From an optimization exercise on the open Yosys and OpenROAD flow, aimed at small area and a short achievable clock period; shortcuts taken in it are not production practice.
RTL that was checked went through simulation tests only; none was proved equivalent to the original.
Power is estimated from default activity; no workload was simulated.

==> run a: inputs <==
==> flow/design.v (excerpt) <==
module SPI_Wrapper_FINAL (
    input MOSI , clk , rst , ss_n ,
    output MISO );
==> module RAM_FINAL, before the edit <==
module RAM_FINAL (
    input clk , rst , rx_valid ,
    input [0:9] din ,
    output reg tx_valid ,
    output reg [0:7] dout
);
reg [7:0] waddr, raddr;
reg [0:7] wdata;
reg [0:7] pf;
reg [2:0] q;
reg clearing;
reg wr_active;
reg [2:0] wcnt;
reg [3:0] k;
reg rd_seen;
wire [2:0] q_next = {q[2] ^ ~(q[1] | q[0]), q[1] ^ ~q[0], ~q[0]};
wire [2:0] wcnt_next = {wcnt[2] ^ (wcnt[1] & wcnt[0]), wcnt[1] ^ wcnt[0], ~wcnt[0]};
wire [3:0] k_next = {k[2] & k[1] & k[0], k[2] ^ (k[1] & k[0]), k[1] ^ k[0], ~k[0]};
wire [255:0] q7;
wire wbit = wdata[q] & ~clearing;
wire tap = q7[raddr];
genvar w;
generate
    for (w = 0; w < 256; w = w + 1) begin : g_word
        reg [7:0] r;
        wire sel = clearing | (wr_active & (waddr == w));
        always @ (posedge clk)
            r <= {r[6:0], sel ? wbit : r[7]};
        assign q7[w] = r[7];
    end
endgenerate
always @ (posedge clk or negedge rst)
begin
    if (!rst)
    begin
        q <= 3'd7;
        clearing <= 1'b1;
        pf <= 8'd0;
    end
    else
    begin
        q <= q_next;
        if (q == 3'd0) clearing <= 1'b0;
        pf[q] <= (clearing | (wr_active & (waddr == raddr))) ? wbit : tap;
    end
end
always @ (posedge clk)
    if (rx_valid && din[0:1] == 2'b01) wdata <= din[2:9];
always @ (posedge clk or negedge rst)
begin
    if (!rst)
    begin
        waddr <= 8'd0;
        raddr <= 8'd0;
        dout <= 8'd0;
        tx_valid <= 1'b0;
        k <= 4'd0;
        rd_seen <= 1'b0;
        wr_active <= 1'b0;
        wcnt <= 3'd0;
    end
    else
    begin
        if (wr_active)
        begin
            wcnt <= wcnt_next;
            if (wcnt == 3'd7) wr_active <= 1'b0;
        end
        if (rx_valid)
        begin
            case (din[0:1])
                2'b00: begin
                    waddr <= din[2:9];
                    tx_valid <= 1'b0;
                    k <= 4'd0;
                end
                2'b01: begin
                    wr_active <= 1'b1;
                    wcnt <= 3'd0;
                    tx_valid <= 1'b0;
                    k <= 4'd0;
                end
                2'b10: begin
                    raddr <= din[2:9];
                    k <= 4'd0;
                end
                2'b11: begin
                    dout <= pf;
                    tx_valid <= 1'b1;
                    rd_seen <= 1'b1;
                end
            endcase
        end
        else if (!k[3] && rd_seen)
        begin
            tx_valid <= 1'b1;
            k <= k_next;
        end
        else tx_valid <= 1'b0;
    end
end
endmodule
==> module SPI_SLAVE_FINAL, before the edit <==
module SPI_SLAVE_FINAL(
    input MOSI , clk , rst ,
    tx_valid , ss_n ,
    input [0:7] tx_data ,
    output reg MISO , rx_valid ,
    output reg [0:9] rx_data );
reg [3:0] i;
reg [1:0] cs;
localparam IDLE = 2'b00,
CHK_CMD = 2'b01,
WRITE = 2'b10;
function [3:0] inc;
    input [3:0] v;
    case (v)
        4'd0: inc = 4'd1;
        4'd1: inc = 4'd2;
        4'd2: inc = 4'd3;
        4'd3: inc = 4'd4;
        4'd4: inc = 4'd5;
        4'd5: inc = 4'd6;
        4'd6: inc = 4'd7;
        4'd7: inc = 4'd8;
        4'd8: inc = 4'd9;
        default: inc = 4'd0;
    endcase
endfunction
wire send = (cs == CHK_CMD) & ~ss_n & tx_valid;
wire recv = (cs == WRITE) & (~ss_n | (i == 4'd9));
integer j;
always @ (posedge clk or negedge rst)
begin
if (!rst)
    begin
        MISO <= 1'b0;
        rx_valid <= 1'b0;
        rx_data <= 10'b0;
        cs <= IDLE;
        i <= 4'd0;
    end
else
    begin
        if (cs == IDLE) i <= 4'd0;
        else if (send | (recv & ~ss_n)) i <= inc(i);
        for (j = 0; j < 10; j = j + 1)
            if (cs == IDLE) rx_data[j] <= 1'b0;
            else if (recv && i == j) rx_data[j] <= MOSI;
        rx_valid <= recv & (i == 4'd9);
        if (cs == IDLE) MISO <= 1'b0;
        else if (send) MISO <= ~i[3] & tx_data[i[2:0]];
        case (cs)
            CHK_CMD: cs <= ss_n ? IDLE : (tx_valid ? (i[3] ? IDLE : CHK_CMD) : WRITE);
            WRITE:   cs <= (ss_n | (i == 4'd9)) ? IDLE : WRITE;
            default: cs <= ss_n ? IDLE : CHK_CMD;
        endcase
    end
end
endmodule
export LEC_CHECK = 0
export CAP_MARGIN = 20
export CELL_PAD_IN_SITES_DETAIL_PLACEMENT = 1
export CORE_MARGIN = 2
export CORE_UTILIZATION = 50
export CTS_CLUSTER_SIZE = 30
export PLACE_DENSITY = 0.6
export SLEW_MARGIN = 40
create_clock -name core_clock -period 7.5 [get_ports {clk}]
run.sh (not shown) runs the stock make flow with config.mk's settings and CLKGATE_MAP_FILE= SYNTH_SCRIPT=/design/flow/synth_recipe.tcl, a recipe that flattens the netlist after the stock synthesis.
==> inputs of run b, as changes to run a <==
--- a/flow/design.v
+++ b/flow/design.v
@@ -13,9 +13,6 @@
 reg [2:0] wcnt;
 reg [3:0] k;
 reg rd_seen;
-wire [2:0] q_next = {q[2] ^ ~(q[1] | q[0]), q[1] ^ ~q[0], ~q[0]};
-wire [2:0] wcnt_next = {wcnt[2] ^ (wcnt[1] & wcnt[0]), wcnt[1] ^ wcnt[0], ~wcnt[0]};
-wire [3:0] k_next = {k[2] & k[1] & k[0], k[2] ^ (k[1] & k[0]), k[1] ^ k[0], ~k[0]};
 wire [255:0] q7;
 wire wbit = wdata[q] & ~clearing;
 wire tap = q7[raddr];
@@ -39,7 +36,7 @@
     end
     else
     begin
-        q <= q_next;
+        q <= q - 3'd1;
         if (q == 3'd0) clearing <= 1'b0;
         pf[q] <= (clearing | (wr_active & (waddr == raddr))) ? wbit : tap;
     end
@@ -63,7 +60,7 @@
     begin
         if (wr_active)
         begin
-            wcnt <= wcnt_next;
+            wcnt <= wcnt + 3'd1;
             if (wcnt == 3'd7) wr_active <= 1'b0;
         end
         if (rx_valid)
@@ -94,7 +91,7 @@
         else if (!k[3] && rd_seen)
         begin
             tx_valid <= 1'b1;
-            k <= k_next;
+            k <= k + 4'd1;
         end
         else tx_valid <= 1'b0;
     end
@@ -111,24 +108,6 @@
 localparam IDLE = 2'b00,
 CHK_CMD = 2'b01,
 WRITE = 2'b10;
-function [3:0] inc;
-    input [3:0] v;
-    case (v)
-        4'd0: inc = 4'd1;
-        4'd1: inc = 4'd2;
-        4'd2: inc = 4'd3;
-        4'd3: inc = 4'd4;
-        4'd4: inc = 4'd5;
-        4'd5: inc = 4'd6;
-        4'd6: inc = 4'd7;
-        4'd7: inc = 4'd8;
-        4'd8: inc = 4'd9;
-        default: inc = 4'd0;
-    endcase
-endfunction
-wire send = (cs == CHK_CMD) & ~ss_n & tx_valid;
-wire recv = (cs == WRITE) & (~ss_n | (i == 4'd9));
-integer j;
 always @ (posedge clk or negedge rst)
 begin
 if (!rst)
@@ -141,18 +120,54 @@
     end
 else
     begin
-        if (cs == IDLE) i <= 4'd0;
-        else if (send | (recv & ~ss_n)) i <= inc(i);
-        for (j = 0; j < 10; j = j + 1)
-            if (cs == IDLE) rx_data[j] <= 1'b0;
-            else if (recv && i == j) rx_data[j] <= MOSI;
-        rx_valid <= recv & (i == 4'd9);
-        if (cs == IDLE) MISO <= 1'b0;
-        else if (send) MISO <= ~i[3] & tx_data[i[2:0]];
-        case (cs)
-            CHK_CMD: cs <= ss_n ? IDLE : (tx_valid ? (i[3] ? IDLE : CHK_CMD) : WRITE);
-            WRITE:   cs <= (ss_n | (i == 4'd9)) ? IDLE : WRITE;
-            default: cs <= ss_n ? IDLE : CHK_CMD;
+        case(cs)
+            CHK_CMD:
+            begin
+                if (ss_n) cs <= IDLE;
+                else if (tx_valid)
+                begin
+                    MISO <= (i < 4'd8) ? tx_data[i[2:0]] : 1'b0;
+                    if (i < 4'd8)
+                    begin
+                        i <= i + 4'd1;
+                        cs <= CHK_CMD;
+                    end
+                    else cs <= IDLE;
+                end
+                else cs <= WRITE;
+            end
+            WRITE:
+            begin
+                if (ss_n)
+                begin
+                    if (i == 4'd9)
+                    begin
+                        rx_data[9] <= MOSI;
+                        rx_valid <= 1'b1;
+                    end
+                    cs <= IDLE;
+                end
+                else
+                begin
+                    rx_data[i] <= MOSI;
+                    if (i < 4'd9)
+                        i <= i + 4'd1;
+                    else
+                    begin
+                        rx_valid <= 1'b1;
+                        i <= 4'd0;
+                        cs <= IDLE;
+                    end
+                end
+            end
+            default:
+            begin
+                cs <= ss_n ? IDLE : CHK_CMD;
+                rx_valid <= 1'b0;
+                rx_data <= 10'b0;
+                i <= 4'd0;
+                MISO <= 1'b0;
+            end
         endcase
     end
 end
Settings changed: CORE_UTILIZATION 50 to 25, CTS_CLUSTER_SIZE 30 to not set, PLACE_DENSITY 0.6 to 0.35.
==> notes <==
In run b the sequential share of layout area is lower than in run a, by 3.3 points.
In flip-flop and latch count, run b and run a do not differ.
Against run a, the clock skew of run b is higher by 0.032 ns.
Against run b, the area after synthesis of run a is smaller by 0.94%.
Cell count: run b is larger than run a (30%).
In run a the core utilization is higher than in run b, by 28 points.
Of run b and run a, run b has the higher power (gap 3.0%, measured against run a).
Between run a and run b, the lower clock power is in run a (gap about 6%, measured against run b).
==> figures <==
quantity                                                       run b       run a
Top achievable clock speed                                 0.241 GHz   0.258 GHz
Fraction of the mapped netlist area in compound gates          7.37%       7.56%
Power density normalized to cell area                     353 mW/mm²  359 mW/mm²
Global routing usage on met1                                   14.7%       27.6%
Result of the run                           timing/DRC/antenna clean  timing/DRC/antenna clean
Final net count                                                 3475        3379
Post-Synthesis Cells                                            3365        3314
Area of the die                                            0.211 mm²   0.105 mm²
Total Routing Usage GR                                         10.6%       20.8%
Antenna fix cells                                                  3           0
Clock-cell share                                               11.4%       11.0%
Synthesized-area fraction occupied by xor and xnor cells      0.254%      0.171%
Met2 global-route usage                                        16.3%       34.2%
Maximum fanout along the worst path                                7          32
Worst-path clk slew                                          0.06 ns     0.07 ns
Detailed-routed wire length on met3                          4610 µm     4160 µm
Fill cell total of the finished layout                         21300        9128
Detail Route met2 WL                                        48300 µm    50800 µm
No functional check of the RTL was part of run a.

==> afterwards: timing with drivers on the ports <==
In the flow no input, the clock included, has a driving cell. The finished layouts below were timed again as built, in two steps.
Step 1, drivers: a clkbuf_16 drives clk and a buf_2 each remaining input, both assumed.
Step 2 times the ports against the registers' clock, not the clock port: input delays grow and output delays shrink by t, the midpoint of the rising clock arrivals with the driver on.
Three values: ideal ports, drivers, drivers and shift; two values: the first two.
run	t, ns	setup slack, ns	worst setup path after step 2
run a	0.830	3.618 / 3.618 / 3.618	register to register
run b	0.883	3.345 / 3.345 / 3.345	register to register
After both steps setup and hold are still met in every run listed.
